Background: an optimization exercise with open tools, aiming at small area. Do not read the settings as production practice. The RTL was checked by simulation tests, not by an equivalence proof against the original design.

job 6789:
## fir_filter
module fir_filter (
    input clk,     
    input rst,     
    input signed  [16-1 : 0] input_sig,
    input ready,
    output signed [16-1 : 0] filtred_sig
);
Size: roughly 3,200 cells after synthesis, about 2,200 flip-flops, about 35 I/O pins, ~52,000 um^2 of cells after synthesis.
Settings: LEC_CHECK=0, ABC_AREA=1, CAP_MARGIN=20, CORE_MARGIN=2, CORE_UTILIZATION=55, GPL_TIMING_DRIVEN=0, SLEW_MARGIN=20, SYNTH_HIERARCHICAL=1, SYNTH_MINIMUM_KEEP_SIZE=0; clock period 8.0 ns.
standard.sh (not shown) runs the stock make flow with config.mk's settings and CLKGATE_MAP_FILE= SYNTH_SCRIPT=/design/flow/synth_recipe.tcl, a recipe that flattens the netlist after the stock synthesis.
==> flow/flow/run.sh <==
#!/bin/bash
set -e
cd "$(dirname "$0")/.."
cp standard.sh standard_sh_copy.txt
export CTS_ARGS="$(cat flow/cts_args.txt)"
export BUFFER_PORTS_ARGS="$(cat flow/buffer_ports_args.txt)"
{ echo "CTS_ARGS=$CTS_ARGS"; echo "BUFFER_PORTS_ARGS=$BUFFER_PORTS_ARGS"; } > flow_settings.log
export REMOVE_ABC_BUFFERS=1
echo "REMOVE_ABC_BUFFERS=1" >> flow_settings.log
bash standard.sh > standard.log 2>&1
==> flow/flow/buffer_ports_args.txt <==
-buffer_cell sky130_fd_sc_hd__buf_1
==> flow/flow/cts_args.txt <==
-sink_clustering_enable -repair_clock_nets -sink_buffer_max_cap_derate 1.0 -dont_use_dummy_load -buf_list sky130_fd_sc_hd__clkbuf_4 -sink_clustering_size 12 -sink_clustering_max_diameter 40
Relative to job 6789, the following input files were edited for job 460:
--- a/flow/flow/run.sh
+++ b/flow/flow/run.sh
@@ -6,5 +6,3 @@
 export BUFFER_PORTS_ARGS="$(cat flow/buffer_ports_args.txt)"
 { echo "CTS_ARGS=$CTS_ARGS"; echo "BUFFER_PORTS_ARGS=$BUFFER_PORTS_ARGS"; } > flow_settings.log
-export REMOVE_ABC_BUFFERS=1
-echo "REMOVE_ABC_BUFFERS=1" >> flow_settings.log
 bash standard.sh > standard.log 2>&1
--- a/flow/config.mk
+++ b/flow/config.mk
@@ -9,5 +9,5 @@
 export CAP_MARGIN = 20
 export CORE_MARGIN = 2
-export CORE_UTILIZATION = 55
+export CORE_UTILIZATION = 40
 export GPL_TIMING_DRIVEN = 0
 export SLEW_MARGIN = 20
## What came out
- Looking at worst hold slack across both flows, job 460 is the stronger of the two, with job 6789 trailing.
- Against job 6789, number of vias after detailed routing in job 460 came out worse.
- Against job 6789, number of buffers outside the clock class in the layout in job 460 rose by more than half.
- Job 6789 and job 460 ended up with roughly the same total power.
Modified inputs, job 2682 compared to job 460
--- a/flow/flow/run.sh
+++ b/flow/flow/run.sh
@@ -6,3 +6,5 @@
 export BUFFER_PORTS_ARGS="$(cat flow/buffer_ports_args.txt)"
 { echo "CTS_ARGS=$CTS_ARGS"; echo "BUFFER_PORTS_ARGS=$BUFFER_PORTS_ARGS"; } > flow_settings.log
+export REMOVE_ABC_BUFFERS=1
+echo "REMOVE_ABC_BUFFERS=1" >> flow_settings.log
 bash standard.sh > standard.log 2>&1
==> flow/flow/cts_args.txt <==
-sink_clustering_enable -repair_clock_nets -sink_buffer_max_cap_derate 1.0 -dont_use_dummy_load -buf_list sky130_fd_sc_hd__clkbuf_4 -sink_clustering_size 11 -sink_clustering_max_diameter 40
--- a/flow/config.mk
+++ b/flow/config.mk
@@ -7,9 +7,9 @@
 export LEC_CHECK = 0
 export ABC_AREA = 1
-export CAP_MARGIN = 20
+export CAP_MARGIN = 5
 export CORE_MARGIN = 2
-export CORE_UTILIZATION = 40
+export CORE_UTILIZATION = 55
 export GPL_TIMING_DRIVEN = 0
-export SLEW_MARGIN = 20
+export SLEW_MARGIN = 5
 export SYNTH_HIERARCHICAL = 1
 export SYNTH_MINIMUM_KEEP_SIZE = 0
### Flow results
Detailed-routed wire length on met2 (job 2682 / job 460): 1.11
Via count of job 2682 is on par with job 460.
Job 2682 and job 460 ended up with roughly the same ratio of cells with drive above 1 in the final layout.
Site row count: job 2682 lower than job 460
Comparing job 2682 with job 460, the total of max-cap violations came out essentially unchanged.
Compared with job 460, job 2682 degrades relative slew slack.
Re worst hold slack: job 460 and job 2682 aren't equal, and the higher value belongs to job 460.
Job 460 has lower cell count of the worst reg-to-reg path than job 2682.
On global-route usage: between job 460 and job 2682, it ends up lower for job 460.
Relative to job 2682, the following input files were edited for job 5719:
--- a/flow/flow/run.sh
+++ b/flow/flow/run.sh
@@ -8,3 +8,5 @@
 export REMOVE_ABC_BUFFERS=1
 echo "REMOVE_ABC_BUFFERS=1" >> flow_settings.log
+export RECOVER_POWER=100
+echo "RECOVER_POWER=100" >> flow_settings.log
 bash standard.sh > standard.log 2>&1
--- a/flow/config.mk
+++ b/flow/config.mk
@@ -7,9 +7,9 @@
 export LEC_CHECK = 0
 export ABC_AREA = 1
-export CAP_MARGIN = 5
+export CAP_MARGIN = 20
 export CORE_MARGIN = 2
 export CORE_UTILIZATION = 55
 export GPL_TIMING_DRIVEN = 0
-export SLEW_MARGIN = 5
+export SLEW_MARGIN = 20
 export SYNTH_HIERARCHICAL = 1
 export SYNTH_MINIMUM_KEEP_SIZE = 0
==> summary.txt <==
Job 5719: complete, dirty (capacitance limit, slew limit)
Job 5719 has average wire per cell in the routed design above what job 2682 had.
Going from job 2682 to job 5719, count of cell types in the netlist has remained practically unchanged; total via count after detailed routing now sits at about the same level; fraction of area in registers higher; design area did not really move.
Compared with job 2682, job 5719 shows a lower antenna diode instance count.
A cell type of the slowest stage on the worst timing path of sky130_fd_sc_hd__dfxtp_4 is what job 5719 shows, while sky130_fd_sc_hd__fa_1 belongs to job 2682.
Final cycle utilization of the critical path was higher in the run labelled job 5719.
use_stage$_DFF_P_ as the timing startpoint of the critical path was reported by job 5719, and ph[0]$_DFF_P_ by job 2682.
Number of stages on the worst setup path, job 2682 and job 5719: lower on job 5719
Looking at setup slack, job 5719 sits below job 2682.

-- separate check: timing with driven ports --
Ports are ideal in the flow. The routed layouts listed here were re-timed in OpenROAD. Step 1, drivers: a clkbuf_16 drives clk and a buf_2 each remaining input, both assumed. Step 2 also shifts input and output timing later by t, the mid clock arrival at the registers, as if the neighbouring blocks saw the same clock. Slacks: no drivers / after step 1 / after step 2; pairs: no drivers / after step 1.
| run | t (ns) | setup WS [ns] | worst setup path at the end | worst data-port slew with drivers (ns) |
|---|---|---|---|---|
| job 6789 | 1.073 | 0.380 / 0.380 / 0.380 | register to register | 0.08 |
| job 460 | 1.175 | 0.285 / 0.285 / 0.285 | register to register | 0.09 |
| job 2682 | 1.092 | 0.423 / 0.423 / 0.423 | register to register | 0.08 |
| job 5719 | 1.082 | 0.347 / 0.347 / 0.347 | register to register | 0.08 |
